From an optimization exercise on the open Yosys and OpenROAD flow, aimed at small area, a short achievable clock period and few clock cycles per item; shortcuts taken in it are not production practice. Only simulation tests tie the RTL to the original design; equivalence was not proved. The flow treats the clock pin as an ideal source. Dropping or thinning the clock tree relies on that and would not hold on a real chip. Power figures rest on the tool's default switching activity, not on a simulated workload.

== umber ==
// gaussian_stream
module gaussian_stream
(
	input        clk,
	input        reset,
	input        on_switch,
	input  [7:0] input_fifo,
	input        input_fifo_valid,
	output       input_fifo_ready,
	output [7:0] output_fifo,
	output       output_fifo_valid,
	input        output_fifo_ready
);
localparam integer SLOTS = 6;      
reg        rdy;
reg  [7:0] in_reg;
reg        sh;            
wire       take = input_fifo_valid & rdy & ~reset;
always @(posedge clk) begin
	in_reg <= input_fifo;
	sh <= take;
end
reg [511:0] ring0, ring1, ring2, ring3;
reg  [31:0] ev;           
wire [7:0] out0 = ring0[511:504];
wire [7:0] out1 = ring1[511:504];
wire [7:0] out2 = ring2[511:504];
wire [7:0] out3 = ring3[511:504];
always @(posedge clk) begin
	ring0 <= {ring0[503:0], sh ? in_reg : out0};
	ring1 <= {ring1[503:0], sh ? out0 : out1};
	ring2 <= {ring2[503:0], sh ? out1 : out2};
	ring3 <= {ring3[503:0], sh ? out2 : out3};
	if (sh) ev <= {ev[23:0], out3};
end
function [7:0] win;
	input integer m, n;
	reg [511:0] r;
	begin
		if (n == 4) begin
			case (m)
			4: win = in_reg;
			3: win = out0;
			2: win = out1;
			1: win = out2;
			default: win = out3;
			endcase
		end else begin
			case (m)
			4: r = ring0;
			3: r = ring1;
			2: r = ring2;
			default: r = ring3;
			endcase
			if (m == 0) win = ev[8*(3-n) +: 8];
			else win = r[8*(3-n) +: 8];
		end
	end
endfunction
wire [7:0] ctr_1 = ring2[8*2 +: 8];
  ...
export LEC_CHECK = 0
export CAP_MARGIN = 20
export CORE_MARGIN = 2
export CORE_UTILIZATION = 60
export CTS_CLUSTER_DIAMETER = 80
export CTS_CLUSTER_SIZE = 30
export PLACE_DENSITY = 0.7
export SLEW_MARGIN = 20
create_clock -name core_clock -period 10.0 [get_ports {clk}]
standard.sh (not shown) runs the stock make flow with config.mk's settings and CLKGATE_MAP_FILE= SYNTH_SCRIPT=/design/flow/synth_recipe.tcl, a recipe that flattens the netlist after the stock synthesis.
==> flow/flow/run.sh <==
#!/bin/bash
set -euo pipefail
here=$(pwd)
bash standard.sh SETUP_SLACK_MARGIN=7.1 \
  "CTS_ARGS=-sink_clustering_enable -repair_clock_nets -sink_clustering_size 30 -sink_clustering_max_diameter 80 -dont_use_dummy_load" \
  POST_CTS_TCL="$here/flow/clktop.tcl" finish > standard_flow.log 2>&1
Other scripts of this flow, unchanged in this note and not shown: flow/flow/clktop.tcl
Having completed the whole flow, umber delivered a layout that passed the timing, DRC and antenna checks.
Testbench counts of umber, summed over its fixed seeds: cycles 49,192, items 49,152.
Relative to umber, the following input files were edited for willow:
==> flow/flow/run.sh <==
#!/bin/bash
set -euo pipefail
here=$(pwd)
bash standard.sh SETUP_SLACK_MARGIN=7.2 \
  "CTS_ARGS=-sink_clustering_enable -repair_clock_nets -sink_clustering_size 24 -sink_clustering_max_diameter 60 -dont_use_dummy_load" \
  POST_CTS_TCL="$here/flow/clktop.tcl" finish > standard_flow.log 2>&1
Findings:
Total power of willow is higher than that of umber. NOTE: antenna diode count in willow falls short of that of umber. Compared with umber, willow shows detailed-route via count that has gone up slightly. Part of the cycle the worst path needs ended up 0.67 points higher on willow than on umber. In willow the utilization of the core after routing turned out 0.93 points higher than in umber. The faster design of the two is umber; willow tops out lower. umber -> willow: count of state elements after synthesis delta 0, exact match.
> inputs changed (willow -> onyx)
==> flow/flow/run.sh <==
#!/bin/bash
set -euo pipefail
here=$(pwd)
bash standard.sh SETUP_SLACK_MARGIN=7.2 \
  "CTS_ARGS=-sink_clustering_enable -repair_clock_nets -sink_clustering_size 30 -sink_clustering_max_diameter 80 -dont_use_dummy_load" \
  POST_CTS_TCL="$here/flow/clktop.tcl" finish > standard_flow.log 2>&1
### Flow results
Diff willow -> onyx | smallest setup slack after layout | increase of 0.070 ns
Compared with willow, onyx shows a via count of the first global-routing pass that is 410 lower.
Between willow and onyx, the flow reports first-pass GRT wire length decreasing slightly.
Setup changes, onyx to sierra
-- flow/flow/run.sh --
<<< onyx, line 4
bash standard.sh SETUP_SLACK_MARGIN=7.2 \
>>> sierra, line 4
bash standard.sh SETUP_SLACK_MARGIN=7.35 \
Findings:
Compared sierra against onyx; vias per cell within noise. Sort sierra and onyx by combined area of the multi-input logic cells desc -> top: sierra. sierra: worst hold slack is 0.014 ns lower than what onyx reported. Diff sierra..onyx | buffers plus inverters on the worst setup path | unchanged.

[re-timing with driven ports]
How much do the figures lean on ideal ports? The routed layouts below were timed once more, with nothing changed but the port constraints. Step 1, drivers: a clkbuf_16 drives clk and a buf_2 each remaining input, both assumed. Step 2, shift: input delay + t, output delay - t, t = (earliest + latest rising clock arrival at the registers) / 2. This alone moves slack from input paths to output paths. a / b / c = ideal / step 1 / step 2; a / b = the first two.
run | t (ns) | slack for setup (ns) | hold slack, ns | worst register clock-pin slew, ns | cell pins on the clock port's net
umber | 0.663 | 7.052 / 6.913 / 6.593 | 0.269 / 0.269 / 0.269 | 0.12 / 0.12 | 4
willow | 0.708 | 6.986 / 6.847 / 6.601 | 0.277 / 0.277 / 0.277 | 0.09 / 0.09 | 4
onyx | 0.637 | 7.056 / 6.918 / 6.777 | 0.288 / 0.288 / 0.288 | 0.11 / 0.11 | 4
sierra | 0.655 | 7.022 / 6.887 / 6.775 | 0.274 / 0.274 / 0.274 | 0.11 / 0.11 | 4
After both steps every run listed still meets setup and hold. For umber, which loses most, drivers alone change the setup slack by -0.139 ns; drivers and shift together by -0.459 ns.
